Context: an optimization exercise on an open-source flow, tuned for small area, a short achievable clock period and few clock cycles. The choices shown serve that exercise and are no tape-out recipe.
RTL that was checked went through simulation tests only; none was proved equivalent to the original.
Only the layout flow was run in runs 2, 3 and 5; the RTL was not checked for function there.

$ cat flow/config.mk
export PLATFORM = sky130hd
export DESIGN_NAME = divider
export DESIGN_NICKNAME = divider
export VERILOG_FILES = /design/flow/design.v
export SDC_FILE = /design/flow/constraint.sdc
export NUM_CORES = 4
export LEC_CHECK = 0
export CAP_MARGIN = 20
export CORE_MARGIN = 2
export CORE_UTILIZATION = 40
export SLEW_MARGIN = 20
$ cat flow/constraint.sdc
create_clock -name core_clock -period 10.0 [get_ports {div_clk}]
set_input_delay 2.0000 -clock core_clock [delete_from_list [all_inputs] [get_ports {div_clk}]]
set_output_delay 2.0000 -clock core_clock [all_outputs]
set_load 0.01 [all_outputs]
$ cat flow/design.v
module oppo (
    input [31:0] in,
    input        cin,
    output [31:0] in_abs
);
    assign in_abs = ({32{cin}} ^ in) + $unsigned(cin);
endmodule
module lzd_4 (
    input [3:0] in,
    output [1:0] out,
    output       zero
);
    assign zero = ~(|in); 
    assign out[0] = (in[2] | ~in[1]) & ~in[3];
    assign out[1] = ~(in[3] | in[2]);
endmodule
module lzd_16 (
    input [15:0] in,
    output [3:0] out,
    output       zero
);
    wire [3:0] z;
    wire [1:0] out_2 [3:0];
    lzd_4 lzd_4_0(in[15:12], out_2[0], z[0]);
    lzd_4 lzd_4_1(in[11: 8], out_2[1], z[1]);
    lzd_4 lzd_4_2(in[ 7: 4], out_2[2], z[2]);
    lzd_4 lzd_4_3(in[ 3: 0], out_2[3], z[3]);
    assign out[2] = z[0] & (~z[1] | z[2] & ~z[3]);
    assign out[3] = z[0] & z[1] & (~z[2] | ~z[3]);
    assign out[1:0] = {2{~out[3] & ~out[2]}} & out_2[0]
                    | {2{~out[3] &  out[2]}} & out_2[1]
                    | {2{ out[3] & ~out[2]}} & out_2[2]
                    | {2{ out[3] &  out[2]}} & out_2[3];
    assign zero = &z;
endmodule
module lzd_32 (
    input [31:0] in,
    output [4:0] out,
    output       zero
);
    wire [1:0] z;
    wire [3:0] out_3_0 [1:0];
    lzd_16 lzd_16_0(in[31:16], out_3_0[0], z[0]);
    lzd_16 lzd_16_1(in[15: 0], out_3_0[1], z[1]);
    assign out[4] = z[0];
    assign out[3:0] = {4{~z[0]}} & out_3_0[0] |
                      {4{ z[0]}} & out_3_0[1];
    assign zero = z[0] & z[1];
endmodule
module divider (
    input div_clk,
    input resetn,
    input div,
    input div_signed,
    input [31:0] x,
    input [31:0] y,
    output [31:0] s,
    output [31:0] r,
    output complete
);
    (*MAX_FANOUT = 50*) reg [64:0] rem;
    reg [31:0] quot;
    reg [31:0] quotM;
    reg [32:0] divisor;
    reg [ 5:0] cout;
    (*MAX_FANOUT = 50*) reg [ 4:0] current_state;
    reg [ 4:0] next_state;
    reg [31:0] x_abs_reg;
    reg [31:0] y_abs_reg;
    wire [31:0] s_abs;
    wire [31:0] r_abs;
    wire s_sign;
    wire r_sign;
    wire [31:0] x_abs;
    wire [31:0] y_abs;
    oppo oppo1(x, x[31] & div_signed, x_abs);
    oppo oppo2(y, y[31] & div_signed, y_abs);
    assign s_sign = x[31] ^ y[31];
    assign r_sign = x[31];
    always @(posedge div_clk) begin
        if (~resetn) begin
            x_abs_reg <= 0;
            y_abs_reg <= 0;
        end
        else if (current_state[0] & div)
            x_abs_reg <= x_abs;
            y_abs_reg <= y_abs;
    end
    wire [31:0] lzd_in;
    wire [ 4:0] lzd_out;
    wire [ 5:0] shft_amt;
    wire long_shft;
    wire short_shft;
    wire [ 5:0] lzd_shamt;
    wire [ 5:0] min_shamt;
    wire quot_one;
    wire [32:0] result;  
    wire zero;
    wire [64:0] shft_src;
    wire [64:0] shft_out;
    wire [32:0] add_A;
    wire [32:0] add_B;
    wire cin;
    wire [32:0] add_out;
    wire final_shift;
    reg  [5:0] first_shft;
    always @(posedge div_clk) begin
        if (~resetn)
            first_shft <= 6'b0;
        else if (current_state[1])
            first_shft <= shft_amt;
    end
    assign final_shift = cout <= lzd_shamt;
    assign shft_src = (current_state[1]) ? {33'b0, x_abs_reg}
                                         : rem;
    assign shft_out = shft_src << shft_amt;
    assign long_shft = ~(rem[64] ^ rem[63]);
    assign short_shft = rem[64] ^ rem[63];
    assign quot_one = shft_out[64] ^ shft_out[63];
    assign lzd_shamt = {zero, {5{~zero}} & lzd_out};
    assign min_shamt  = (~final_shift) ? lzd_shamt : cout;
    assign shft_amt = {6{short_shft}} & 6'b1
                    | {6{long_shft }} & min_shamt;
    assign lzd_in = (current_state[1]) ? y_abs_reg : rem[63:32] ^ {32{rem[64]}};
    assign add_A = shft_out[64:32];
    assign add_B = {33{~rem[64]}} ^ divisor;
    assign cin   = ~rem[64];
    assign add_out = add_A + add_B + $unsigned(cin);
    assign result = (quot_one) ? add_out
                               : shft_out[64:32];
    lzd_32 lzd(lzd_in, lzd_out, zero);
    always @(posedge div_clk) begin
        if (~resetn)
            divisor <= 33'b0;
        else if (current_state[1])
            divisor <= {1'b0, y_abs_reg << lzd_out};
    end
    always @(posedge div_clk) begin
        if (~resetn)
            rem <= 65'b0;
        else if (current_state[1])
            rem <= shft_out;
        else if (current_state[2])
            rem <= {result, rem[30:0], 1'b0};
    end
    wire [31:0] shft_quot = quot << shft_amt[4:0];
    wire [31:0] shft_quotM = ~(~quotM << shft_amt[4:0]);
    always @(posedge div_clk) begin
        if (~resetn | current_state[0]) begin
            quot  <= 32'b0;
            quotM <= 32'b0;
        end
        else if (current_state[2]) begin
            if (~shft_out[64] | shft_out[64] & shft_out[63]) 
                quot <= {shft_quot[31:1], ~shft_out[64] & shft_out[63]};
            else 
                quot <= {shft_quotM[31:1], 1'b1};
            if (~shft_out[64] & shft_out[63])
                quotM <= {shft_quot[31:1], 1'b0};
            else
                quotM <= {shft_quotM[31:1], ~(shft_out[64] & ~shft_out[63])};
        end
    end
    always @(posedge div_clk) begin
        if (~resetn | current_state[0])
            cout <= 6'b100000;
        else if (current_state[2])
            cout <= cout - shft_amt;
    end
    localparam IDLE = 5'b00001,
               INIT = 5'b00010,
               QUOT = 5'b00100,
               FIX  = 5'b01000,
               DONE = 5'b10000;
    always @(posedge div_clk) begin
        if (~resetn)
            current_state <= IDLE;
        else
            current_state <= next_state;
    end
    always @(*) begin
        case (current_state)
            IDLE: begin
                if (~resetn) 
                    next_state = IDLE;
                else if (div)
                    next_state = INIT;
                else
                    next_state = IDLE;
            end
            INIT: next_state = QUOT;
            QUOT: begin
                if (final_shift)
                    next_state = FIX;
                else 
                    next_state = QUOT;
            end
            FIX  :next_state = DONE;
            DONE: next_state = IDLE;
            default: next_state = IDLE;
        endcase
    end
    reg [31:0] s_abs_reg;
    reg [31:0] r_abs_reg;
    assign s_abs = (rem[64]) ? quotM : quot;
    assign r_abs = ((rem[64]) ? rem[63:32] + divisor[31:0] : rem[63:32]) >> first_shft;
    always @(posedge div_clk) begin
        if (~resetn) begin
            s_abs_reg <= 0;
            r_abs_reg <= 0;
        end
        else if (current_state[3])
            s_abs_reg <= s_abs;
            r_abs_reg <= r_abs;
    end
    oppo oppo3(s_abs_reg, s_sign & div_signed, s);
    oppo oppo4(r_abs_reg, r_sign & div_signed, r);
    assign complete = current_state[4];
endmodule
$ cat flow/run.sh
#!/bin/bash
# synth_recipe.tcl (not shown) runs the flow's synth.tcl, then flattens the netlist and writes it again
# the make line also repeats each setting of config.mk as NAME=value (left out here)
make -C /OpenROAD-flow-scripts/flow DESIGN_CONFIG=/design/flow/config.mk WORK_HOME=/design/flow/orfs CLKGATE_MAP_FILE= SYNTH_SCRIPT=/design/flow/synth_recipe.tcl finish
==> results of run 1 <==
-- routing by layer --
layer	part of all wire (%)	global-route usage, %	wire [µm]
met3	7.5	4.23	9730
met2	43	47.2	56100
met5	0.018	0	24
met4	5.9	15.2	7680
met1	43	41.0	56400
-- placed cells by master, fill, tap and decap left out, types with 23 or more instances in the layout --
master           synthesis  routed
nor3_1                 113     112
ha_1                    83      83
a21oi_1                360     355
nor2_1                 560     557
and3_1                  40      40
a31oi_1                 63      61
nor2b_1                 32      32
clkdlybuf4s50_1          0     132
mux2_2                  60      60
nand2b_1                62      61
o22ai_1                 27      26
xnor2_1                223     223
inv_1                   75      74
buf_4                    5     154
nor4_1                  29      29
o211ai_1                46      46
mux2i_1                501     499
clkbuf_16                0      42
a21o_1                  30      30
and2_1                  23      23
nand2_1                503     502
o21ai_0                256     251
a211oi_1               146     143
xor2_1                  45      45
or3_1                   41      41
nand3_1                122     122
o21a_1                  24      24
dfxtp_1                306     301
-- logic make-up (layout without fill, tap and decap cells) --
| kind of cell | count (synthesis) | in the layout |
|---|---|---|
| AOI/OAI and AO/OA | 1195 | 1195 |
| muxes | 571 | 571 |
| and+or+nand+nor | 1617 | 1617 |
| DFF | 306 | 306 |
| buffers and inverters | 437 | 458 |
| adders and majority gates | 86 | 86 |
| xor gates and xnor gates | 268 | 268 |
-- path summary, 6_finish.rpt --
| check | start | end | depth (start not counted) | slack [ps] |
|---|---|---|---|---|
| max | current_state[1]$_SDFF_PN0_ | rem[62]$_SDFFE_PN0P_ | 42 | 220 |
| min | x_abs_reg[20]$_SDFFE_PN0P_ | x_abs_reg[20]$_SDFFE_PN0P_ | 2 | 450 |
| max reg2reg | current_state[1]$_SDFF_PN0_ | rem[62]$_SDFFE_PN0P_ | 42 | 220 |
| min reg2reg | x_abs_reg[20]$_SDFFE_PN0P_ | x_abs_reg[20]$_SDFFE_PN0P_ | 2 | 450 |
-- worst max-delay path: cells and delay by family (launching register included) --
family / cells / cell delay (ps)
AO/OA/AOI/OAI: 19 / 4240
AND/OR/NAND/NOR: 15 / 2930
buffers and inverters: 4 / 880
adder cells (fa/ha/maj): 2 / 690
flip-flops: 1 / 390
multiplexers: 1 / 240
XOR/XNOR: 1 / 200
-- final cells by class --
cell class	count	area [µm²]	area share [%]
Tap cell	1060	1330	3.64
Sequential cell	306	6140	16.9
Clock inverter	18	208	0.571
Clock buffer	54	1150	3.17
Timing Repair Buffer	298	2670	7.32
Inverter	88	362	0.994
Multi-Input combinational cell	3737	24500	67.4
-- metrics by stage --
step           cell area (µm²)  utilization, %  hold WS (ps)
2_1_floorplan            32200               -           428
3_3_place_gp             34800            43.5           438
3_5_place_dp             34800            43.5           447
4_1_cts                  36100            45.2           456
5_1_grt                  36400            45.5           478
6_report                 36400            45.5           454
-- timing repair --
| action | in CTS | in global routing |
|---|---|---|
| endpoints found under the setup margin | 0 | 6 |
| buffers inserted | 0 | 5 |
| gates resized for setup | 0 | 42 |
==> out/results.ini, run 1 <==
[critical_path]
worst-setup-path-type = reg2reg
crit_slowest_cell = or4_4
cp.arrival_ps = 10230
max_stage_delay_ps = 600
end_kind = flop
cp.required_ps = 10450
worstPathMaxFanout = 74
crit_top_cell = a21oi_1
startpoint_type = flop

[detailed_routing]
totalWireLength_um = 130000
drc = 0
via_per_inst = 6.09
dr.pass1.iters = 7
antenna_left = 0
wl_per_cell_um = 23.4
drt_iter0_drc = 3551
vias = 33873

[run]
cap_violations = 0

[run_status]
outcome = timing/DRC/antenna clean

[clock_network]
cts_inserted_buffers = 40
cts_htree_levels = 2
clkLatencyLatePin_ps = 610
cts_root_buf = clkbuf_16
clk_path_buf_depth = 3
cts_tree = yes
path_clk_slew_ps = 60
cts.sinks = 306
cts_hold_repair.buffers = 0

[logic_synthesis]
yosys-top-cells-area = dfxtp_1 (19%), mux2i_1 (16%), nor2_1 (6.5%)
yosys.area.top_type_share_pct = 19.0
async_flop_share_pct = 0
yosysTopAreaCell = dfxtp_1
synth_commonest_cells = nor2_1 (560), nand2_1 (503), mux2i_1 (501)
synth_top_family_by_area = compound AO/OA/AOI/OAI gates
yosys.area_share.simple_pct = 22.7
synthAdderAreaFrac_pct = 3.41
ys_seq_area_share_pct = 19.0
syn_avg_cell_area_um2 = 7.18
synth-edff-count = 0
ys_ff_latch = 306
synth_xor_area_share_pct = 7.29
synth_flop_cell = dfxtp_1
yosysWarnings = 3
synthCells = 4480
synth-compound-area-share_pct = 23.9
muxShareOfSynthArea_pct = 18.3
synth.most_common_cell = nor2_1
syn_area_mm2 = 0.0322
synth_cell_types = 102

[layout]
largest_register_ffs = 65
drive_above_1_share_pct = 8.53
top_register = rem
nets = 4625
syn2layout_area_growth_pct = 13.1
instances_no_fill = 5561
n_antenna_cell = 0
fillers = 8308

[sta]
clock_skew_ps = 44.1
worst_slew_pin_slew_ps = 979
setup_viol = 0
fin_setup_tns_ps = 0
slew_headroom_pct = 33.9
hold_violations = 0
finalCritPeriodShare_pct = 97.8
slew_violations = 0
min_period_ps = 9780
setup_slack_ps = 224
fmax_mhz = 102

[global_route]
grt_pass1_wl_um = 196000
antenna_found_initial = 2
grt.total_usage_pct = 30.3
grt_max_degree = 78
grt_pass1_vias = 31342
gr-total-overflow = 0

[place]
gp_congestion = 1.05
place_ws_ps = 133
hpwl_um = 97800
dp.cells = 5483
io_buffers = 132

[floorplan]
io_pins = 133
initial_core_util_pct = 40.2
die_h_um = 288
core_mm2 = 0.0800
num_rows = 104
die_w_um = 288
dieArea_mm2 = 0.0827

[hold_path]
hold_class = reg2reg

Testbench counts, summed over its fixed seeds: cycles 236,442.
==> run 2, diff against run 1 <==
==> flow/design.v (replaced) <==
module oppo (
    input [31:0] in,
    input        cin,
    output [31:0] in_abs
);
    assign in_abs = ({32{cin}} ^ in) + $unsigned(cin);
endmodule
module lzd_4 (
    input [3:0] in,
    output [1:0] out,
    output       zero
);
    assign zero = ~(|in); 
    assign out[0] = (in[2] | ~in[1]) & ~in[3];
    assign out[1] = ~(in[3] | in[2]);
endmodule
module lzd_16 (
    input [15:0] in,
    output [3:0] out,
    output       zero
);
    wire [3:0] z;
    wire [1:0] out_2 [3:0];
    lzd_4 lzd_4_0(in[15:12], out_2[0], z[0]);
    lzd_4 lzd_4_1(in[11: 8], out_2[1], z[1]);
    lzd_4 lzd_4_2(in[ 7: 4], out_2[2], z[2]);
    lzd_4 lzd_4_3(in[ 3: 0], out_2[3], z[3]);
    assign out[2] = z[0] & (~z[1] | z[2] & ~z[3]);
    assign out[3] = z[0] & z[1] & (~z[2] | ~z[3]);
    assign out[1:0] = {2{~out[3] & ~out[2]}} & out_2[0]
                    | {2{~out[3] &  out[2]}} & out_2[1]
                    | {2{ out[3] & ~out[2]}} & out_2[2]
                    | {2{ out[3] &  out[2]}} & out_2[3];
    assign zero = &z;
endmodule
module lzd_32 (
    input [31:0] in,
    output [4:0] out,
    output       zero
);
    wire [1:0] z;
    wire [3:0] out_3_0 [1:0];
    lzd_16 lzd_16_0(in[31:16], out_3_0[0], z[0]);
    lzd_16 lzd_16_1(in[15: 0], out_3_0[1], z[1]);
    assign out[4] = z[0];
    assign out[3:0] = {4{~z[0]}} & out_3_0[0] |
                      {4{ z[0]}} & out_3_0[1];
    assign zero = z[0] & z[1];
endmodule
module divider (
    input div_clk,
    input resetn,
    input div,
    input div_signed,
    input [31:0] x,
    input [31:0] y,
    output [31:0] s,
    output [31:0] r,
    output complete
);
    localparam B  = 2;            
    localparam LB = 1;            
    localparam DW = 32 + B - 1;   
    wire sx = div_signed & x[31];
    wire sy = div_signed & y[31];
    wire [31:0] xa, ya;
    oppo oppo1(x, sx, xa);
    oppo oppo2(y, sy, ya);
    wire [4:0] lzx, lzy;
    wire zx, zy;
    lzd_32 lzd_x(xa, lzx, zx);
    lzd_32 lzd_y(ya, lzy, zy);
    wire        qzero = zx | (lzx > lzy);
    wire [4:0]  sh    = lzy - lzx;
    wire [4:0]  shp   = sh | (B - 1);
    wire [DW-1:0] dinit = {{(B-1){1'b0}}, ya} << shp;
    reg [31:0]   R;
    reg [DW-1:0] D;
    reg [31:0]   Q;
    reg [4-LB:0] cnt;
    reg          busy, fin;
    reg          sq, sr;
    wire [31:0] rs [0:B];
    wire [B-1:0] qb;
    assign rs[0] = R;
    genvar k;
    generate
        for (k = 0; k < B; k = k + 1) begin : step
            wire [DW-1:0] dk = D >> k;
            wire [32:0] t = {1'b0, rs[k]} - {1'b0, dk[31:0]};
            wire ok = ~t[32] & ~(|(dk >> 32));
            assign qb[B-1-k] = ok;
            assign rs[k+1] = ok ? t[31:0] : rs[k];
        end
    endgenerate
    always @(posedge div_clk) begin
        if (div) begin
            R  <= xa;
            D  <= dinit;
            Q  <= 32'b0;
            cnt <= sh >> LB;
            sq <= sx ^ sy;
            sr <= sx;
        end else begin
            R <= rs[B];
            D <= D >> B;
            Q <= {Q[31-B:0], qb};
            cnt <= cnt - 1'b1;
        end
    end
    always @(posedge div_clk) begin
        if (~resetn) begin
            busy <= 1'b0;
            fin  <= 1'b0;
        end else if (div) begin
            busy <= ~qzero;
            fin  <= qzero;
        end else begin
            busy <= busy & (cnt != 0);
            fin  <= busy & (cnt == 0);
        end
    end
    oppo oppo3(Q, sq, s);
    oppo oppo4(R, sr, r);
    assign complete = fin;
endmodule
==> run 2 against run 1 <==
- cell area fell by 56%
- utilization grew 0.23 points
- largest cell class unchanged
- clock skew fell by 34 ps
- critical endpoint is now R[30]$_DFF_P_
- cell count down 56%
==> out/results.ini, run 2 <==
[run_status]
outcome = timing/DRC/antenna clean

[layout]
nets = 2145
fillers = 3551
largest_register_ffs = 33
drive_above_1_share_pct = 6.04
final_common_cell = nor2_1
n_antenna_cell = 0
syn2layout_area_growth_pct = 13.5
layout_common_cells = nor2_1 (183), nand2_1 (155), xnor2_1 (152)
register_area_mm2 = 0.00212
reg_top3 = D (33), Q (32), R (32)
top_register = D
multiInputGateArea_mm2 = 0.0113
design_area_mm2 = 0.0161

[critical_path]
cp.arrival_ps = 9300
reg2reg_depth = 29
r2r_end = R[30]$_DFF_P_
startpoint_type = flop
worstPathMaxFanout = 37
crit_start = R[0]$_DFF_P_
timing.rr.start = R[0]$_DFF_P_
crit_top_cell = a31oi_1
end_kind = flop
max_stage_delay_ps = 750
crit_slowest_cell = a2111oi_0
worst-setup-path-type = reg2reg
cp.required_ps = 10210
r2r_slack_ps = 910

[global_route]
grt_pass1_vias = 12932
gr-total-overflow = 0
grt.total_usage_pct = 23.1
grt_max_degree = 67
grt_pass1_wl_um = 69200
antenna_found_initial = 2

[hold_path]
hold_class = reg2reg
whs_endpoint = Q[2]$_SDFF_PP0_
hold_start = Q[0]$_SDFF_PP0_
holdPathStages = 2

[logic_synthesis]
ys_ff_latch = 105
yosys.area.top_type_share_pct = 14.5
synth_cell_types = 98
synth-edff-count = 2
yosys-top-cells-area = dfxtp_1 (15%), xnor2_1 (9.4%), ha_1 (6.6%)
synth.most_common_cell = nor2_1
synth_commonest_cells = nor2_1 (183), nand2_1 (155), xnor2_1 (153)
ys_seq_area_share_pct = 14.9
synthCells = 1944
syn_area_mm2 = 0.0142
yosysWarnings = 3
syn_avg_cell_area_um2 = 7.31
yosysTopAreaCell = dfxtp_1
synth_flop_cell = dfxtp_1
async_flop_share_pct = 0

[floorplan]
die_h_um = 193
core_mm2 = 0.0353
dieArea_mm2 = 0.0371
initial_core_util_pct = 40.3
num_rows = 69
die_w_um = 193
io_pins = 133

[place]
gp_congestion = 0.955
place_area_mm2 = 0.0159
io_buffers = 132
hpwl_um = 35100

[sta]
setup_viol = 0
clock_skew_ps = 10.3
hold_violations = 0
fmax_mhz = 110
slew_violations = 0
fin_hold_ws_ps = 438
fin_setup_tns_ps = 0
min_period_ps = 9090
worst_slew_pin_slew_ps = 1030
slew_headroom_pct = 30.9
finalCritPeriodShare_pct = 90.9
rsz0062_at_grt = no

[detailed_routing]
drt_iter0_drc = 1054
drc = 0
antenna_left = 0
dr.pass1.iters = 5
wl_per_cell_um = 17.7
totalWireLength_um = 43600
vias = 14353
via_per_inst = 5.82

[clock_network]
cts_htree_levels = 3
cts.sinks = 105
clkLatencyLatePin_ps = 350
post_cts_resized = 0
clk_path_buf_depth = 2
path_clk_slew_ps = 70
cts_inserted_buffers = 9
cts_hold_repair.buffers = 0
cts_tree = yes
cts_root_buf = clkbuf_16
cts_setup_buffers = 0

[run]
cap_violations = 0

## run 2: critical path: cells and delay by family, from the launching register on
kind	cells	cell delay [ps]
flip-flops	1	320
AO/OA/AOI/OAI	18	5420
buffers and inverters	3	520
multiplexers	1	350
adder cells (fa/ha/maj)	3	960
AND/OR/NAND/NOR	4	1300
## run 2: cell families after synthesis
group	synth area share, %
flip-flops	14.9
buffers and inverters	5.55
adder cells (fa/ha/maj)	7.02
XOR/XNOR	14.5
AND/OR/NAND/NOR	26.2
multiplexers	6.38
AO/OA/AOI/OAI	25.5
## run 2: routing by layer
layer	vias up	global-route usage, %	part of all wire (%)
li1	7198	-	-
met1	6643	33.5	48
met2	445	35.2	42
met3	63	3.56	6.7
met4	4	6.37	2.3
met5	-	0	0.053
## run 2: how the worst max path moves through the flow
stage	depth (start not counted)	to
2_1_floorplan	27	D[23]$_DFF_P_
3_3_place_gp	20	D[32]$_SDFF_PN0_
3_5_place_dp	20	D[32]$_SDFF_PN0_
4_1_cts	20	D[32]$_SDFF_PN0_
5_1_grt	28	R[28]$_DFF_P_
6_report	29	R[30]$_DFF_P_
## run 2: final cells by class
| type | instances | area share (%) |
|---|---|---|
| flip-flops and latches | 105 | 13.2 |
| well taps | 461 | 3.58 |
| repair buffers | 157 | 9.34 |
| clock inverters | 3 | 0.155 |
| multi-input cells | 1638 | 70.2 |
| clock buffers | 13 | 1.55 |
| inverters | 88 | 2.05 |
## run 2: metrics by stage
step / cells / setup WS (ps) / util [%]
after global routing: 2465 / 607 / 45.7
after floorplan: 1944 / 1520 / -
after global placement: 2449 / 1120 / 44.9
after CTS: 2465 / 1280 / 45.7
after detailed placement: 2449 / 940 / 44.9
final: 2465 / 914 / 45.7
==> run 3, diff against run 2 <==
--- a/flow/design.v
+++ b/flow/design.v
@@ -60,49 +60,39 @@
 );
-    localparam B  = 2;            
-    localparam LB = 1;            
-    localparam DW = 32 + B - 1;   
     wire sx = div_signed & x[31];
     wire sy = div_signed & y[31];
-    wire [31:0] xa, ya;
-    oppo oppo1(x, sx, xa);
-    oppo oppo2(y, sy, ya);
+    wire [31:0] lx_in = sx ? {~x[30:0], 1'b1} : x;
+    wire [31:0] ly_in = sy ? {~y[31:1], 1'b1} : y;
     wire [4:0] lzx, lzy;
     wire zx, zy;
-    lzd_32 lzd_x(xa, lzx, zx);
-    lzd_32 lzd_y(ya, lzy, zy);
+    lzd_32 lzd_x(lx_in, lzx, zx);
+    lzd_32 lzd_y(ly_in, lzy, zy);
     wire        qzero = zx | (lzx > lzy);
     wire [4:0]  sh    = lzy - lzx;
-    wire [4:0]  shp   = sh | (B - 1);
-    wire [DW-1:0] dinit = {{(B-1){1'b0}}, ya} << shp;
-    reg [31:0]   R;
-    reg [DW-1:0] D;
-    reg [31:0]   Q;
-    reg [4-LB:0] cnt;
-    reg          busy, fin;
-    reg          sq, sr;
-    wire [31:0] rs [0:B];
-    wire [B-1:0] qb;
-    assign rs[0] = R;
-    genvar k;
-    generate
-        for (k = 0; k < B; k = k + 1) begin : step
-            wire [DW-1:0] dk = D >> k;
-            wire [32:0] t = {1'b0, rs[k]} - {1'b0, dk[31:0]};
-            wire ok = ~t[32] & ~(|(dk >> 32));
-            assign qb[B-1-k] = ok;
-            assign rs[k+1] = ok ? t[31:0] : rs[k];
-        end
-    endgenerate
+    wire [4:0]  shp   = sh | 5'd1;
+    wire [33:0] yin   = {2'b0, y ^ {32{sy}}};
+    wire [33:0] dinit = (yin << shp) | ({34{sy}} & ~({34{1'b1}} << shp));
+    reg [31:0] R;
+    reg [33:0] D;
+    reg [31:0] Q;
+    reg [3:0]  cnt;
+    reg        busy, fin;
+    reg        rx, rq;            
+    reg        rm;                
+    wire [31:0] rs0, rs1;
+    wire        a0, a1;
+    divstep st0(R,   D,         rx, rm, rs0, a0);
+    divstep st1(rs0, {1'b0, D[33:1]}, rx, rm, rs1, a1);
     always @(posedge div_clk) begin
         if (div) begin
-            R  <= xa;
-            D  <= dinit;
-            Q  <= 32'b0;
-            cnt <= sh >> LB;
-            sq <= sx ^ sy;
-            sr <= sx;
+            R   <= x;
+            D   <= dinit;
+            Q   <= 32'b0;
+            cnt <= sh[4:1];
+            rx  <= sx;
+            rq  <= sx ^ sy;
+            rm  <= sy;
         end else begin
-            R <= rs[B];
-            D <= D >> B;
-            Q <= {Q[31-B:0], qb};
+            R   <= rs1;
+            D   <= {2'b0, D[33:2]};
+            Q   <= {Q[29:0], a0, a1};
             cnt <= cnt - 1'b1;
@@ -118,9 +108,25 @@
         end else begin
-            busy <= busy & (cnt != 0);
-            fin  <= busy & (cnt == 0);
+            busy <= busy & (|cnt);
+            fin  <= busy & ~(|cnt);
         end
     end
-    oppo oppo3(Q, sq, s);
-    oppo oppo4(R, sr, r);
+    oppo oppo_s(Q, rq, s);
+    assign r = R;
     assign complete = fin;
 endmodule
+module divstep (
+    input  [31:0] v,
+    input  [33:0] d,
+    input         neg,
+    input         m,
+    output [31:0] nv,
+    output        take
+);
+    wire [32:0] a = {neg & v[31], v};
+    wire [32:0] b = {1'b0, d[31:0]} ^ {33{~neg}};
+    wire        ci = ~(neg ^ m);
+    wire [32:0] t = a + b + ci;
+    wire        zero = ~(|t);
+    assign take = ~(|d[33:32]) & ((t[32] ^ ~neg) | (neg & zero));
+    assign nv = take ? t[31:0] : v;
+endmodule
--- a/flow/config.mk
+++ b/flow/config.mk
@@ -7,2 +7,3 @@
 export LEC_CHECK = 0
+export ABC_CLOCK_PERIOD_IN_PS = 5000
 export CAP_MARGIN = 20
@@ -10,2 +11,3 @@
 export CORE_UTILIZATION = 40
+export SETUP_SLACK_MARGIN = 4.5
 export SLEW_MARGIN = 20
==> run 3 against run 2 <==
- still clean
- count of clock-buffer cells in the layout decreased by 3
- cell count up 5.2%
- critical endpoint is now R[8]$_DFF_P_
- largest cell class unchanged
==> out/results.ini, run 3 <==
[run_status]
outcome = timing/DRC/antenna clean

[detailed_routing]
vias = 16888
totalWireLength_um = 62300
antenna_left = 0
wl_per_cell_um = 24.0
drt_iter0_drc = 1973
top_layer = met4
route.met3.wl_um = 6530
dr.pass1.iters = 8
drc = 0
via_per_inst = 6.51
met2_length_um = 26000
wl_met1_um = 27600

[logic_synthesis]
synth_cell_types = 109
yosys-top-cells-area = dfxtp_1 (15%), xnor2_1 (7.2%), ha_1 (6.1%)
ys_ff_latch = 107
yosysWarnings = 3
synthCells = 1910
synth_commonest_cells = a21oi_1 (156), nor2_1 (150), nand2_1 (135)
yosysTopAreaCell = dfxtp_1
synth_flop_cell = dfxtp_1
ys_seq_area_share_pct = 15.2
synth-edff-count = 3
yosys.area.top_type_share_pct = 14.6
async_flop_share_pct = 0
syn_avg_cell_area_um2 = 7.48
syn_area_mm2 = 0.0143
synth.most_common_cell = a21oi_1

[clock_network]
path_clk_slew_ps = 90
clkLatencyLatePin_ps = 380
cts_tree = yes
cts_hold_repair.buffers = 0
cts_root_buf = clkbuf_16
cts_inserted_buffers = 9
cts.sinks = 107
cts_htree_levels = 3
clk_path_buf_depth = 2

[layout]
layout_common_cells = buf_4 (147), nor2_1 (136), a21oi_1 (131)
final_common_cell = buf_4
nets = 2270
n_antenna_cell = 0
reg_top3 = D (34), Q (32), R (32)
syn2layout_area_growth_pct = 42.3
fillers = 3185
postLayoutCoreUtil_pct = 57.4
top_register = D
design_area_mm2 = 0.0203
instances_no_fill = 2593
drive_above_1_share_pct = 28.9
largest_register_ffs = 34

[place]
place_area_mm2 = 0.0163
gp_congestion = 0.980
dp.cells = 2390
io_buffers = 132
hpwl_um = 44900

[floorplan]
die_h_um = 193
num_rows = 69
dieArea_mm2 = 0.0372
core_mm2 = 0.0354
io_pins = 133
die_w_um = 193
initial_core_util_pct = 40.3

[critical_path]
cp.required_ps = 10280
crit_top_cell = buf_6
startpoint_type = flop
worstPathMaxFanout = 21
reg2reg_depth = 32
cp.arrival_ps = 7750
worst-setup-path-type = reg2reg
end_kind = flop
max_stage_delay_ps = 470
crit_slowest_cell = or4b_1

[global_route]
grt.total_usage_pct = 31.5
gr-total-overflow = 0
antenna_found_initial = 0
grt_pass1_vias = 14961
grt_max_degree = 71
grt_pass1_wl_um = 89800

[sta]
worst_slew_pin_slew_ps = 864
fmax_mhz = 134
fin_setup_tns_ps = 0
fin_hold_ws_ps = 488
hold_violations = 0
finalCritPeriodShare_pct = 74.7
setup_viol = 0
clock_skew_ps = 15.3
slew_headroom_pct = 42.4
rsz0062_at_grt = yes
min_period_ps = 7470
slew_violations = 0

[run]
cap_violations = 0

[hold_path]
hold_class = reg2reg
holdPathStages = 1

[run 3: cells by family (layout without fill, tap and decap cells)]
logic type | count (synthesis) | in the layout | share of synthesized area [%]
XOR/XNOR | 154 | 155 | 9.45
AND/OR/NAND/NOR | 667 | 671 | 24.6
buffers and inverters | 195 | 412 | 5.47
flip-flops | 107 | 107 | 15.2
multiplexers | 80 | 80 | 7.26
AO/OA/AOI/OAI | 632 | 632 | 31.2
adder cells (fa/ha/maj) | 75 | 75 | 6.84
[run 3: layout make-up]
type	count	area, µm²	area share [%]
Sequential cell	107	2170	10.7
Timing Repair inverter	1	7.51	0.0370
Clock buffer	10	229	1.13
Timing Repair Buffer	329	3170	15.6
Inverter	66	259	1.27
Clock inverter	6	48.8	0.240
Multi-Input combinational cell	1613	13900	68.2
Tap cell	461	577	2.84
[run 3: critical path, delay by kind of cell (launching register included)]
| kind | cells | cell delay, ps |
|---|---|---|
| buf+inv | 9 | 1530 |
| compound gates | 7 | 1490 |
| mux | 1 | 330 |
| flops | 1 | 390 |
| simple gates | 12 | 2570 |
| fa+ha+maj | 2 | 740 |
| xor+xnor | 1 | 300 |
[run 3: worst paths after layout]
path | from | endpoint | slack [ps]
min | cnt[0]$_DFF_P_ | cnt[0]$_DFF_P_ | 490
min reg2reg | cnt[0]$_DFF_P_ | cnt[0]$_DFF_P_ | 490
max | rx$_DFFE_PP_ | R[8]$_DFF_P_ | 2530
max reg2reg | rx$_DFFE_PP_ | R[8]$_DFF_P_ | 2530
[run 3: timing repair]
item | in CTS | in global routing
endpoints found under the setup margin | 89 | 77
gates cloned | 10 | 7
pin swaps | 82 | 71
buffers inserted | 108 | 62
gates resized for setup | 321 | 197
[run 3: layer usage]
metal	global-route usage [%]	vias to the layer above
met1	46.7	8096
met4	11.2	0
met3	5.56	115
li1	-	7668
met5	0	-
met2	45.1	1009
[run 3: per-stage QoR]
step	setup WS (ps)
2_1_floorplan	3230
3_3_place_gp	1120
3_5_place_dp	1160
4_1_cts	2700
5_1_grt	2390
6_report	2530
==> run 4, diff against run 3 <==
--- a/flow/design.v
+++ b/flow/design.v
@@ -5,3 +5,18 @@
 );
-    assign in_abs = ({32{cin}} ^ in) + $unsigned(cin);
+    wire [31:0] lo;    
+    pfx_or #(.N(32)) por({in[30:0], 1'b0}, lo);
+    assign in_abs = in ^ ({32{cin}} & lo);
+endmodule
+module pfx_or #(parameter N = 32) (
+    input  [N-1:0] v,
+    output reg [N-1:0] o
+);
+    integer l, i;
+    always @(*) begin
+        o = v;
+        for (l = 0; (1 << l) < N; l = l + 1)
+            for (i = N - 1; i >= 0; i = i - 1)
+                if ((i >> l) & 1)
+                    o[i] = o[i] | o[((i >> l) << l) - 1];
+    end
 endmodule
@@ -15,2 +30,25 @@
     assign out[1] = ~(in[3] | in[2]);
+endmodule
+module padd #(parameter N = 33) (
+    input  [N-1:0] a,
+    input  [N-1:0] b,
+    input          ci,
+    output [N-1:0] s,
+    output         co
+);
+    wire [N-1:0] hp = a ^ b;
+    reg  [N:0] g, p;
+    integer l, i;
+    always @(*) begin
+        g = {a & b, ci};
+        p = {hp, 1'b0};
+        for (l = 0; (1 << l) < N + 1; l = l + 1)
+            for (i = N; i >= 0; i = i - 1)
+                if ((i >> l) & 1) begin
+                    g[i] = g[i] | (p[i] & g[((i >> l) << l) - 1]);
+                    p[i] = p[i] & p[((i >> l) << l) - 1];
+                end
+    end
+    assign s  = hp ^ g[N-1:0];
+    assign co = g[N];
 endmodule
@@ -62,2 +100,4 @@
     wire sy = div_signed & y[31];
+    wire [31:0] xa;
+    oppo oppo_x(x, sx, xa);
     wire [31:0] lx_in = sx ? {~x[30:0], 1'b1} : x;
@@ -71,4 +111,5 @@
     wire [4:0]  shp   = sh | 5'd1;
-    wire [33:0] yin   = {2'b0, y ^ {32{sy}}};
-    wire [33:0] dinit = (yin << shp) | ({34{sy}} & ~({34{1'b1}} << shp));
+    wire [33:0] ysrc  = {2'b11, y ^ {32{~sy}}};
+    wire [33:0] fill  = {34{~sy}} & ~({34{1'b1}} << shp);
+    wire [33:0] dinit = (ysrc << shp) | fill;
     reg [31:0] R;
@@ -78,11 +119,10 @@
     reg        busy, fin;
-    reg        rx, rq;            
-    reg        rm;                
+    reg        rc, rq, rr;
     wire [31:0] rs0, rs1;
     wire        a0, a1;
-    divstep st0(R,   D,         rx, rm, rs0, a0);
-    divstep st1(rs0, {1'b0, D[33:1]}, rx, rm, rs1, a1);
+    divstep st0(R,   D,              rc, rs0, a0);
+    divstep st1(rs0, {1'b1, D[33:1]}, rc, rs1, a1);
     always @(posedge div_clk) begin
         if (div) begin
-            R   <= x;
+            R   <= xa;
             D   <= dinit;
@@ -90,8 +130,8 @@
             cnt <= sh[4:1];
-            rx  <= sx;
+            rc  <= ~sy;
             rq  <= sx ^ sy;
-            rm  <= sy;
+            rr  <= sx;
         end else begin
             R   <= rs1;
-            D   <= {2'b0, D[33:2]};
+            D   <= {2'b11, D[33:2]};
             Q   <= {Q[29:0], a0, a1};
@@ -113,3 +153,3 @@
     oppo oppo_s(Q, rq, s);
-    assign r = R;
+    oppo oppo_r(R, rr, r);
     assign complete = fin;
@@ -119,4 +159,3 @@
     input  [33:0] d,
-    input         neg,
-    input         m,
+    input         ci,
     output [31:0] nv,
@@ -124,9 +163,7 @@
 );
-    wire [32:0] a = {neg & v[31], v};
-    wire [32:0] b = {1'b0, d[31:0]} ^ {33{~neg}};
-    wire        ci = ~(neg ^ m);
-    wire [32:0] t = a + b + ci;
-    wire        zero = ~(|t);
-    assign take = ~(|d[33:32]) & ((t[32] ^ ~neg) | (neg & zero));
-    assign nv = take ? t[31:0] : v;
+    wire [31:0] t;
+    wire        co;
+    padd #(.N(32)) add(v, d[31:0], ci, t, co);
+    assign take = co & d[33] & d[32];
+    assign nv = take ? t : v;
 endmodule
--- a/flow/config.mk
+++ b/flow/config.mk
@@ -7,3 +7,2 @@
 export LEC_CHECK = 0
-export ABC_CLOCK_PERIOD_IN_PS = 5000
 export CAP_MARGIN = 20
@@ -11,3 +10,2 @@
 export CORE_UTILIZATION = 40
-export SETUP_SLACK_MARGIN = 4.5
 export SLEW_MARGIN = 20
==> run 4 against run 3 <==
- still clean
- sequential cell count unchanged
- non-clock buffer count down 181
- critical path depth unchanged
- critical path type unchanged
- critical endpoint is now R[29]$_DFF_P_
- largest cell class unchanged
==> out/results.ini, run 4 <==
[run_status]
outcome = timing/DRC/antenna clean

[critical_path]
worst-setup-path-type = reg2reg
cp.arrival_ps = 9470
timing.rr.start = R[0]$_DFF_P_
cp.required_ps = 10240
startpoint_type = flop
crit_start = R[0]$_DFF_P_
crit_slowest_cell = o21ai_0
worstPathMaxFanout = 22
end_kind = flop
worst-path-buf-inv = 1
max_stage_delay_ps = 640
crit_top_cell = a21oi_1
path_delay_family = compound AO/OA/AOI/OAI gates

[sta]
setup_slack_ps = 778
clock_skew_ps = 13.3
rsz0062_at_grt = no
fin_hold_ws_ps = 489
finalCritPeriodShare_pct = 92.2
slew_violations = 0
hold_violations = 0
min_period_ps = 9220
slew_headroom_pct = 31.9
fmax_mhz = 108
setup_viol = 0
fin_setup_tns_ps = 0
worst_slew_pin_slew_ps = 1020

[clock_network]
cts_inserted_buffers = 9
cts_htree_levels = 3
cts_root_buf = clkbuf_16
clkLatencyLatePin_ps = 370
cts.sinks = 107
cts_hold_repair.buffers = 0
cts_setup_buffers = 0
path_clk_slew_ps = 90
cts_tree = yes
clk_path_buf_depth = 2

[global_route]
grt_pass1_wl_um = 56900
antenna_found_initial = 0
grt_pass1_vias = 10267
grt.total_usage_pct = 23.4
grt_max_degree = 60
gr-total-overflow = 0

[logic_synthesis]
ys_ff_latch = 107
synth_cell_types = 81
synthCells = 1490
synth_commonest_cells = xnor2_1 (142), nand2_1 (139), o21ai_0 (120)
async_flop_share_pct = 0
yosys-top-cells-area = dfxtp_1 (18%), xnor2_1 (11%), ha_1 (7.2%)
synth.most_common_cell = xnor2_1
yosysWarnings = 5
yosys.area.top_type_share_pct = 18.1
ys_seq_area_share_pct = 18.9
synth_flop_cell = dfxtp_1
synth-edff-count = 3
syn_area_mm2 = 0.0115
yosysTopAreaCell = dfxtp_1
syn_avg_cell_area_um2 = 7.71

[detailed_routing]
drc = 0
via_per_inst = 5.85
drt_iter0_drc = 932
antenna_left = 0
wl_per_cell_um = 18.4
totalWireLength_um = 35800
vias = 11371
dr.pass1.iters = 7

[floorplan]
die_w_um = 173
core_mm2 = 0.0285
dieArea_mm2 = 0.0301
die_h_um = 173
initial_core_util_pct = 40.3
io_pins = 133
num_rows = 62

[layout]
fillers = 2863
instances_no_fill = 1943
design_area_mm2 = 0.0134
reg_top3 = D (34), Q (32), R (32)
top_register = D
nets = 1700
final_common_cell = xnor2_1
postLayoutCoreUtil_pct = 47.0
layout_common_cells = xnor2_1 (140), nand2_1 (139), clkdlybuf4s50_1 (131)
syn2layout_area_growth_pct = 16.6
largest_register_ffs = 34
drive_above_1_share_pct = 5.71

[place]
dp.cells = 1926
hpwl_um = 28100
gp_congestion = 0.936
place_area_mm2 = 0.0131
place_ws_ps = 808
io_buffers = 132

[hold_path]
hold_class = reg2reg
hold_start = Q[25]$_SDFF_PP0_

[run]
cap_violations = 0

run 4: cell types whose count changed after synthesis, sizes merged, moves of 20 or more:
cell and change:
nand3 -36, a21oi -64, nor3 -27, nor2 -52, and3 -20, nand4 -26
o211ai -23, buf -32, xnor2 +24
run 4: logic make-up (layout without fill, tap and decap cells):
kind of cell,Yosys count,in the layout,share of synthesized area [%]
flops,107,107,18.9
mux,70,70,7.28
fa+ha+maj,79,79,9.46
simple gates,468,468,20.7
other cells,0,1,0
buf+inv,148,216,4.97
xor+xnor,176,176,13.4
compound gates,442,442,25.2
run 4: area by class of cell:
type | instances | area (µm²) | area share (%)
diodes | 1 | 2.50 | 0.0187
clock buffers | 9 | 225 | 1.68
clock inverters | 7 | 80.1 | 0.598
inverters | 52 | 195 | 1.46
multi-input cells | 1235 | 8790 | 65.7
flip-flops and latches | 107 | 2170 | 16.2
well taps | 384 | 480 | 3.59
repair buffers | 148 | 1440 | 10.8
run 4: final timing paths:
kind                       to  slack (ps)  cells past startpoint
max             R[29]$_DFF_P_         780                     32
min reg2reg  Q[27]$_SDFF_PP0_         490                      1
min          Q[27]$_SDFF_PP0_         490                      1
max reg2reg     R[29]$_DFF_P_         780                     32
run 4: what timing repair did:
action,4_1_cts,5_1_grt
endpoints found under the hold margin,0,0
resized for setup,0,1
endpoints found under the setup margin,0,1
run 4: metal layers:
layer	part of all wire [%]	GRT usage, %	routed length, µm
met1	46	33.0	16300
met4	1.8	6.29	634
met2	46	37.3	16300
met5	0	0	0
met3	7.1	3.29	2550
Testbench counts of run 4, summed over its fixed seeds: cycles 162,833.
==> run 5, diff against run 4 <==
--- a/flow/design.v
+++ b/flow/design.v
@@ -110,6 +110,7 @@
     wire [4:0]  sh    = lzy - lzx;
-    wire [4:0]  shp   = sh | 5'd1;
+    reg [3:0]  shr;
+    wire [4:0]  she   = {shr, 1'b0};
     wire [33:0] ysrc  = {2'b11, y ^ {32{~sy}}};
-    wire [33:0] fill  = {34{~sy}} & ~({34{1'b1}} << shp);
-    wire [33:0] dinit = (ysrc << shp) | fill;
+    wire [33:0] fill  = {34{~sy}} & ~({34{1'b1}} << she);
+    wire [33:0] dinit = (ysrc << she) | fill;
     reg [31:0] R;
@@ -118,10 +119,26 @@
     reg [3:0]  cnt;
-    reg        busy, fin;
+    reg        ld, busy, fin;
     reg        rc, rq, rr;
-    wire [31:0] rs0, rs1;
-    wire        a0, a1;
-    divstep st0(R,   D,              rc, rs0, a0);
-    divstep st1(rs0, {1'b1, D[33:1]}, rc, rs1, a1);
+    wire [35:0] a  = {4'b0, R};
+    wire [35:0] b1 = {2'b11, D};
+    wire [35:0] b2 = {1'b1, D, rc};
+    wire [35:0] cs = a ^ b1 ^ b2;
+    wire [35:0] cc = {(a[34:0] & b1[34:0]) | (a[34:0] & b2[34:0]) | (b1[34:0] & b2[34:0]), rc};
+    wire [35:0] t1, t2, t3;
+    wire        c1, c2, c3;
+    padd #(.N(36)) add1(a,  b1, rc, t1, c1);
+    padd #(.N(36)) add2(a,  b2, rc, t2, c2);
+    padd #(.N(36)) add3(cs, cc, rc, t3, c3);
+    wire ok1 = ~t1[35];
+    wire ok2 = ~t2[35];
+    wire ok3 = ~t3[35];
+    wire [31:0] rn = ok3 ? t3[31:0] : ok2 ? t2[31:0] : ok1 ? t1[31:0] : R;
     always @(posedge div_clk) begin
         if (div) begin
+            shr <= sh[4:1];
+            rc  <= ~sy;
+            rq  <= sx ^ sy;
+            rr  <= sx;
+        end
+        if (div | ld) begin
             R   <= xa;
@@ -129,10 +146,7 @@
             Q   <= 32'b0;
-            cnt <= sh[4:1];
-            rc  <= ~sy;
-            rq  <= sx ^ sy;
-            rr  <= sx;
+            cnt <= shr;
         end else begin
-            R   <= rs1;
+            R   <= rn;
             D   <= {2'b11, D[33:2]};
-            Q   <= {Q[29:0], a0, a1};
+            Q   <= {Q[29:0], ok2, ok3 | (ok1 & ~ok2)};
             cnt <= cnt - 1'b1;
@@ -142,10 +156,9 @@
         if (~resetn) begin
+            ld   <= 1'b0;
             busy <= 1'b0;
             fin  <= 1'b0;
-        end else if (div) begin
-            busy <= ~qzero;
-            fin  <= qzero;
         end else begin
-            busy <= busy & (|cnt);
-            fin  <= busy & ~(|cnt);
+            ld   <= div & ~qzero;
+            busy <= ld | (busy & (|cnt));
+            fin  <= (div & qzero) | (busy & ~(|cnt));
         end
@@ -156,14 +169 @@
 endmodule
-module divstep (
-    input  [31:0] v,
-    input  [33:0] d,
-    input         ci,
-    output [31:0] nv,
-    output        take
-);
-    wire [31:0] t;
-    wire        co;
-    padd #(.N(32)) add(v, d[31:0], ci, t, co);
-    assign take = co & d[33] & d[32];
-    assign nv = take ? t : v;
-endmodule
--- a/flow/config.mk
+++ b/flow/config.mk
@@ -10,2 +10,3 @@
 export CORE_UTILIZATION = 40
+export SETUP_SLACK_MARGIN = 5
 export SLEW_MARGIN = 20
==> run 5 against run 4 <==
- critical endpoint is now r[31]
- clock skew rose by 0.55 ps
- synthesized cell count rose by 17%
- still clean on timing, DRC and antenna
- die area rose by 21%
- critical path type is now reg2out
- wire length rose by 30%
==> out/results.ini, run 5 <==
[floorplan]
dieArea_mm2 = 0.0364
die_w_um = 191
core_mm2 = 0.0345
initial_core_util_pct = 40.5
die_h_um = 191
num_rows = 68
io_pins = 133

[global_route]
grt_pass1_wl_um = 72800
gr-total-overflow = 0
grt_pass1_vias = 13314
grt.total_usage_pct = 25.2
grt_max_degree = 82
antenna_found_initial = 2

[clock_network]
cts.sinks = 112
path_clk_slew_ps = 90
cts_inserted_buffers = 9
cts_root_buf = clkbuf_16
clk_path_buf_depth = 2
clkLatencyLatePin_ps = 370
cts_hold_repair.buffers = 0
cts_htree_levels = 3
cts_tree = yes

[layout]
drive_above_1_share_pct = 14.0
fillers = 3397
layout_common_cells = xnor2_1 (163), a21oi_1 (141), nand2_1 (138)
postLayoutCoreUtil_pct = 49.5
largest_register_ffs = 34
final_common_cell = xnor2_1
reg_top3 = D (34), Q (32), R (32)
multiInputGateArea_mm2 = 0.0113
instances_no_fill = 2342
syn2layout_area_growth_pct = 22.1
register_area_mm2 = 0.00263
top_register = D
nets = 2100

[logic_synthesis]
synth_commonest_cells = xnor2_1 (169), a21oi_1 (146), nand2_1 (144)
synth-edff-count = 39
syn_avg_cell_area_um2 = 8.03
synth_cell_types = 78
ys_ff_latch = 112
yosys.area.top_type_share_pct = 10.6
yosysTopAreaCell = xnor2_1
synth_flop_cell = dfxtp_1
yosys-top-cells-area = xnor2_1 (11%), dfxtp_1 (10%), ha_1 (9.5%)
synthCells = 1739
async_flop_share_pct = 0
yosysWarnings = 5
synth.most_common_cell = xnor2_1
syn_area_mm2 = 0.0140
ys_seq_area_share_pct = 18.9

[hold_path]
whs_endpoint = cnt[0]$_DFF_P_
hold_class = reg2reg
hold_start = cnt[0]$_DFF_P_
holdPathStages = 1

[sta]
fin_setup_tns_ps = 0
fmax_mhz = 154
rsz0062_at_grt = yes
slew_violations = 0
slew_headroom_pct = 27.5
setup_viol = 0
hold_violations = 0
finalCritPeriodShare_pct = 65.0
worst_slew_pin_slew_ps = 1090
clock_skew_ps = 13.9
min_period_ps = 6500
fin_hold_ws_ps = 496

[critical_path]
path_delay_family = simple AND/OR/NAND/NOR gates
cp.required_ps = 8000
max_stage_delay_ps = 560
r2r_slack_ps = 5360
worst-path-buf-inv = 1
end_kind = primary output
path_cells = or4_4, or4b_4, or4_4, or4b_4, or4_4, or2_4, or3_4, o31ai_4, xnor2_2, buf_2
worstPathMaxFanout = 3
crit_start = R[2]$_DFFE_PP_
startpoint_type = flop
crit_top_cell = or4_4
cp.arrival_ps = 4500
reg2reg_depth = 14
timing.rr.start = rc$_DFFE_PP_
crit_slowest_cell = or4_4
r2r_end = R[14]$_DFFE_PP_
worst-setup-path-type = reg2out

[place]
io_buffers = 132
hpwl_um = 34600
dp.cells = 2252
gp_congestion = 0.932

[detailed_routing]
via_per_inst = 5.99
dr.pass1.iters = 5
antenna_left = 0
totalWireLength_um = 46700
wl_per_cell_um = 19.9
drc = 0
drt_iter0_drc = 1160
vias = 14018

[run]
cap_violations = 0

[run_status]
outcome = timing/DRC/antenna clean

[run 5: cells by family after synthesis]
group / after synthesis / share of synthesized area [%]
simple gates: 541 / 19.1
flops: 112 / 18.9
buf+inv: 148 / 4.03
fa+ha+maj: 151 / 16.0
mux: 48 / 4.44
compound gates: 538 / 25.0
xor+xnor: 201 / 12.6
[run 5: how the worst max path moves through the flow]
stage | to | depth (start not counted) | slack [ps]
final | r[31] | 10 | 3500
after CTS | r[31] | 10 | 3450
after global placement | r[31] | 10 | 3300
after floorplan | r[31] | 9 | 4010
after global routing | r[31] | 10 | 3410
after detailed placement | fin$_SDFF_PN0_ | 15 | 3180
[run 5: cell type report]
| class | count | area share [%] |
|---|---|---|
| diodes | 1 | 0.0147 |
| clock buffers | 9 | 1.32 |
| clock inverters | 7 | 0.572 |
| inverters | 59 | 1.42 |
| multi-input cells | 1482 | 66.5 |
| flip-flops and latches | 112 | 15.4 |
| well taps | 455 | 3.34 |
| repair buffers | 215 | 11.3 |
| repair inverters | 2 | 0.0587 |
[run 5: metrics by stage]
step	area, µm²	worst slack, ps
4_1_cts	16600	3450
3_3_place_gp	15700	3300
6_report	17100	3500
3_5_place_dp	15700	3180
5_1_grt	17000	3410
2_1_floorplan	14100	4010
[run 5: repair_timing]
item                       CTS  global route
resized for setup          229            71
pin swaps                   30            28
cloned                       6             0
setup endpoints to repair  104            55
buffers inserted            42            24
[run 5: metal layers]
| layer | track usage, % | share of wire [%] | up-vias |
|---|---|---|---|
| met3 | 2.32 | 6.1 | 86 |
| met2 | 40.7 | 46 | 508 |
| met4 | 8.23 | 2.9 | 0 |
| met1 | 35.4 | 45 | 6730 |
| li1 | - | - | 6694 |
| met5 | 0 | 0 | - |
==> run 6, diff against run 5 <==
--- a/flow/design.v
+++ b/flow/design.v
@@ -30,25 +30,2 @@
     assign out[1] = ~(in[3] | in[2]);
-endmodule
-module padd #(parameter N = 33) (
-    input  [N-1:0] a,
-    input  [N-1:0] b,
-    input          ci,
-    output [N-1:0] s,
-    output         co
-);
-    wire [N-1:0] hp = a ^ b;
-    reg  [N:0] g, p;
-    integer l, i;
-    always @(*) begin
-        g = {a & b, ci};
-        p = {hp, 1'b0};
-        for (l = 0; (1 << l) < N + 1; l = l + 1)
-            for (i = N; i >= 0; i = i - 1)
-                if ((i >> l) & 1) begin
-                    g[i] = g[i] | (p[i] & g[((i >> l) << l) - 1]);
-                    p[i] = p[i] & p[((i >> l) << l) - 1];
-                end
-    end
-    assign s  = hp ^ g[N-1:0];
-    assign co = g[N];
 endmodule
@@ -87,2 +64,20 @@
 endmodule
+module align (
+    input        div_signed,
+    input [31:0] x,
+    input [31:0] y,
+    output       qzero,
+    output [4:0] sh
+);
+    wire sx = div_signed & x[31];
+    wire sy = div_signed & y[31];
+    wire [31:0] lx_in = sx ? {~x[30:0], 1'b1} : x;
+    wire [31:0] ly_in = sy ? {~y[31:1], 1'b1} : y;
+    wire [4:0] lzx, lzy;
+    wire zx, zy;
+    lzd_32 lzd_x(lx_in, lzx, zx);
+    lzd_32 lzd_y(ly_in, lzy, zy);
+    assign qzero = zx | (lzx > lzy);
+    assign sh    = lzy - lzx;
+endmodule
 module divider (
@@ -102,10 +97,5 @@
     oppo oppo_x(x, sx, xa);
-    wire [31:0] lx_in = sx ? {~x[30:0], 1'b1} : x;
-    wire [31:0] ly_in = sy ? {~y[31:1], 1'b1} : y;
-    wire [4:0] lzx, lzy;
-    wire zx, zy;
-    lzd_32 lzd_x(lx_in, lzx, zx);
-    lzd_32 lzd_y(ly_in, lzy, zy);
-    wire        qzero = zx | (lzx > lzy);
-    wire [4:0]  sh    = lzy - lzx;
+    wire        qzero;
+    wire [4:0]  sh;
+    align al(div_signed, x, y, qzero, sh);
     reg [3:0]  shr;
@@ -126,7 +116,5 @@
     wire [35:0] cc = {(a[34:0] & b1[34:0]) | (a[34:0] & b2[34:0]) | (b1[34:0] & b2[34:0]), rc};
-    wire [35:0] t1, t2, t3;
-    wire        c1, c2, c3;
-    padd #(.N(36)) add1(a,  b1, rc, t1, c1);
-    padd #(.N(36)) add2(a,  b2, rc, t2, c2);
-    padd #(.N(36)) add3(cs, cc, rc, t3, c3);
+    wire [35:0] t1 = padd(a,  b1, rc);
+    wire [35:0] t2 = padd(a,  b2, rc);
+    wire [35:0] t3 = padd(cs, cc, rc);
     wire ok1 = ~t1[35];
@@ -168,2 +156,22 @@
     assign complete = fin;
+    function [35:0] padd;
+        input [35:0] a;
+        input [35:0] b;
+        input        ci;
+        reg   [35:0] hp;
+        reg   [36:0] g, p;
+        integer l, i;
+        begin
+            hp = a ^ b;
+            g = {a & b, ci};
+            p = {hp, 1'b0};
+            for (l = 0; l < 6; l = l + 1)
+                for (i = 36; i >= 0; i = i - 1)
+                    if ((i >> l) & 1) begin
+                        g[i] = g[i] | (p[i] & g[((i >> l) << l) - 1]);
+                        p[i] = p[i] & p[((i >> l) << l) - 1];
+                    end
+            padd = hp ^ g[35:0];
+        end
+    endfunction
 endmodule
--- a/flow/config.mk
+++ b/flow/config.mk
@@ -12 +12,3 @@
 export SLEW_MARGIN = 20
+export SYNTH_HIERARCHICAL = 1
+export SYNTH_MINIMUM_KEEP_SIZE = 0
==> run 6 against run 5 <==
- sequential share of layout area decreased by 0.17 points
- synthesized cell count increased by 6.4%
- via count decreased by 2.8%
- cell count increased by 3.6%
- die area increased by 7.4%
- sequential cell count unchanged
- critical path type is now in2reg
==> out/results.ini, run 6 <==
[floorplan]
die_w_um = 198
die_h_um = 198
initial_core_util_pct = 40.8
core_mm2 = 0.0368
num_rows = 70
dieArea_mm2 = 0.0391
io_pins = 133

[logic_synthesis]
syn_avg_cell_area_um2 = 8.11
yosysWarnings = 10
synthCells = 1851
syn_area_mm2 = 0.0150

[critical_path]
r2r_slack_ps = 5390
max_stage_delay_ps = 610
worstPathMaxFanout = 5
startpoint_type = input pin
worst-setup-path-type = in2reg
crit_slowest_cell = clkdlybuf4s50_1
cp.required_ps = 10130
end_kind = flop
r2r_end = R[13]$_DFFE_PP_
cp.arrival_ps = 5060
crit_start = x[13]
timing.rr.start = R[0]$_DFFE_PP_
path_cells = clkdlybuf4s50_1, o21ai_2, nor4_2, inv_1, a211o_1, mux2_2, ha_1, fa_1, nand2b_1, a21oi_1, xor2_1
reg2reg_depth = 15

[layout]
drive_above_1_share_pct = 8.37
largest_register_ffs = 34
top_register = D
n_antenna_cell = 0
layout_common_cells = nand2_1 (225), xnor2_1 (221), a21oi_1 (146)
final_common_cell = nand2_1
reg_top3 = D (34), Q (32), R (32)
nets = 2173
syn2layout_area_growth_pct = 14.8
postLayoutCoreUtil_pct = 46.8

[detailed_routing]
antenna_left = 0
drt_iter0_drc = 862
dr.pass1.iters = 5
totalWireLength_um = 43800
drc = 0
wl_per_cell_um = 18.0
vias = 13626
via_per_inst = 5.61

[sta]
fmax_mhz = 203
setup_viol = 0
rsz0062_at_grt = yes
finalCritPeriodShare_pct = 49.3
slew_violations = 0
worst_slew_pin_slew_ps = 885
fin_setup_tns_ps = 0
hold_violations = 0
slew_headroom_pct = 41.0
min_period_ps = 4930
clock_skew_ps = 20.3
setup_slack_ps = 5070

[place]
io_buffers = 132
hpwl_um = 34600
place_ws_ps = 3490
gp_congestion = 0.912

[global_route]
grt.total_usage_pct = 22.4
gr-total-overflow = 0
grt_pass1_vias = 12681
antenna_found_initial = 1
grt_max_degree = 86
grt_pass1_wl_um = 69300

[hold_path]
whs_endpoint = cnt[0]$_DFF_P_
hold_start = cnt[0]$_DFF_P_
hold_class = reg2reg
holdPathStages = 1

[clock_network]
cts_tree = yes
path_clk_slew_ps = 70
cts_htree_levels = 3
clk_path_buf_depth = 2
clkLatencyLatePin_ps = 380
cts_inserted_buffers = 9
cts_root_buf = clkbuf_16
cts.sinks = 112

[run]
cap_violations = 0

[run_status]
outcome = timing/DRC/antenna clean

run 6: worst max-delay path by stage:
stage | slack, ps | to | cells after the start
finish | 5070 | shr[3]$_DFFE_PP_ | 11
global route | 4860 | shr[3]$_DFFE_PP_ | 11
CTS | 4850 | shr[3]$_DFFE_PP_ | 13
detailed placement | 3490 | shr[3]$_DFFE_PP_ | 13
global placement | 3640 | shr[3]$_DFFE_PP_ | 13
floorplan | 5070 | shr[3]$_DFFE_PP_ | 13
run 6: repair_timing:
item,in CTS,in global routing
gates cloned,0,1
setup buffers,7,15
setup endpoints to repair,48,27
resized for setup,26,20
pin swaps,4,6
hold buffers,0,0
run 6: critical path: cells and delay by family:
kind            cells  cell delay (ps)
xor+xnor            1               80
mux                 1              270
buf+inv             2              790
fa+ha+maj           2              690
compound gates      3              570
simple gates        2              650
run 6: layout make-up:
cell class / instances / area [µm²]
clock buffers: 9 / 225
clock inverters: 7 / 55.1
fillers: 3608 / 19600
inverters: 105 / 395
multi-input cells: 1560 / 11700
flip-flops and latches: 112 / 2630
well taps: 468 / 586
repair buffers: 166 / 1610
run 6: per-layer routing:
metal,track usage [%],routed length (µm),up-vias,share of wire [%]
met4,5.46,909,0,2.1
met2,36.7,20200,375,46
li1,-,-,6691,-
met5,0,0,-,0
met1,31.3,20600,6506,47
met3,2.52,2060,54,4.7
run 6: stage by stage:
step / cell area (µm²) / hold WS [ps] / std cells
global route: 17200 / 520 / 2427
detailed placement: 16500 / 490 / 2386
floorplan: 15000 / 450 / 1860
global placement: 16500 / 469 / 2386
CTS: 17000 / 499 / 2409
finish: 17200 / 498 / 2427
Testbench counts of run 6, summed over its fixed seeds: cycles 179,558.

-- port drivers added, routing unchanged --
Ports are ideal in the flow. The routed layouts listed here were re-timed in OpenROAD.
Step 1: set_driving_cell puts a clkbuf_16 on div_clk and a buf_2 on each other input, an assumption about the parent block.
Step 2 times the ports against the registers' clock, not the clock port: input delays grow and output delays shrink by t, the midpoint of the rising clock arrivals with the driver on.
a / b / c = no drivers / after step 1 / after step 2; a / b = the first two.
run	shift t [ns]	setup WS [ns]	hold slack, ns	worst setup path at the end	slew at the worst register clock pin (ns)
run 1	0.660	0.224 / 0.224 / 0.224	0.454 / 0.454 / 0.454	register to register	0.07 / 0.07
run 2	0.395	0.914 / 0.914 / 0.886	0.438 / 0.438 / 0.438	input to register	0.07 / 0.07
run 3	0.431	2.530 / 2.530 / 2.530	0.488 / 0.488 / 0.488	register to register	0.09 / 0.09
run 4	0.410	0.778 / 0.778 / 0.778	0.489 / 0.489 / 0.489	register to register	0.09 / 0.09
run 5	0.414	3.501 / 3.450 / 3.864	0.496 / 0.496 / 0.496	register to output	0.09 / 0.09
run 6	0.423	5.069 / 5.075 / 4.663	0.498 / 0.498 / 0.498	input to register	0.09 / 0.09
After both steps setup and hold are still met in every run listed. For run 6, which loses most, drivers alone change the setup slack by +0.006 ns; drivers and shift together by -0.406 ns.
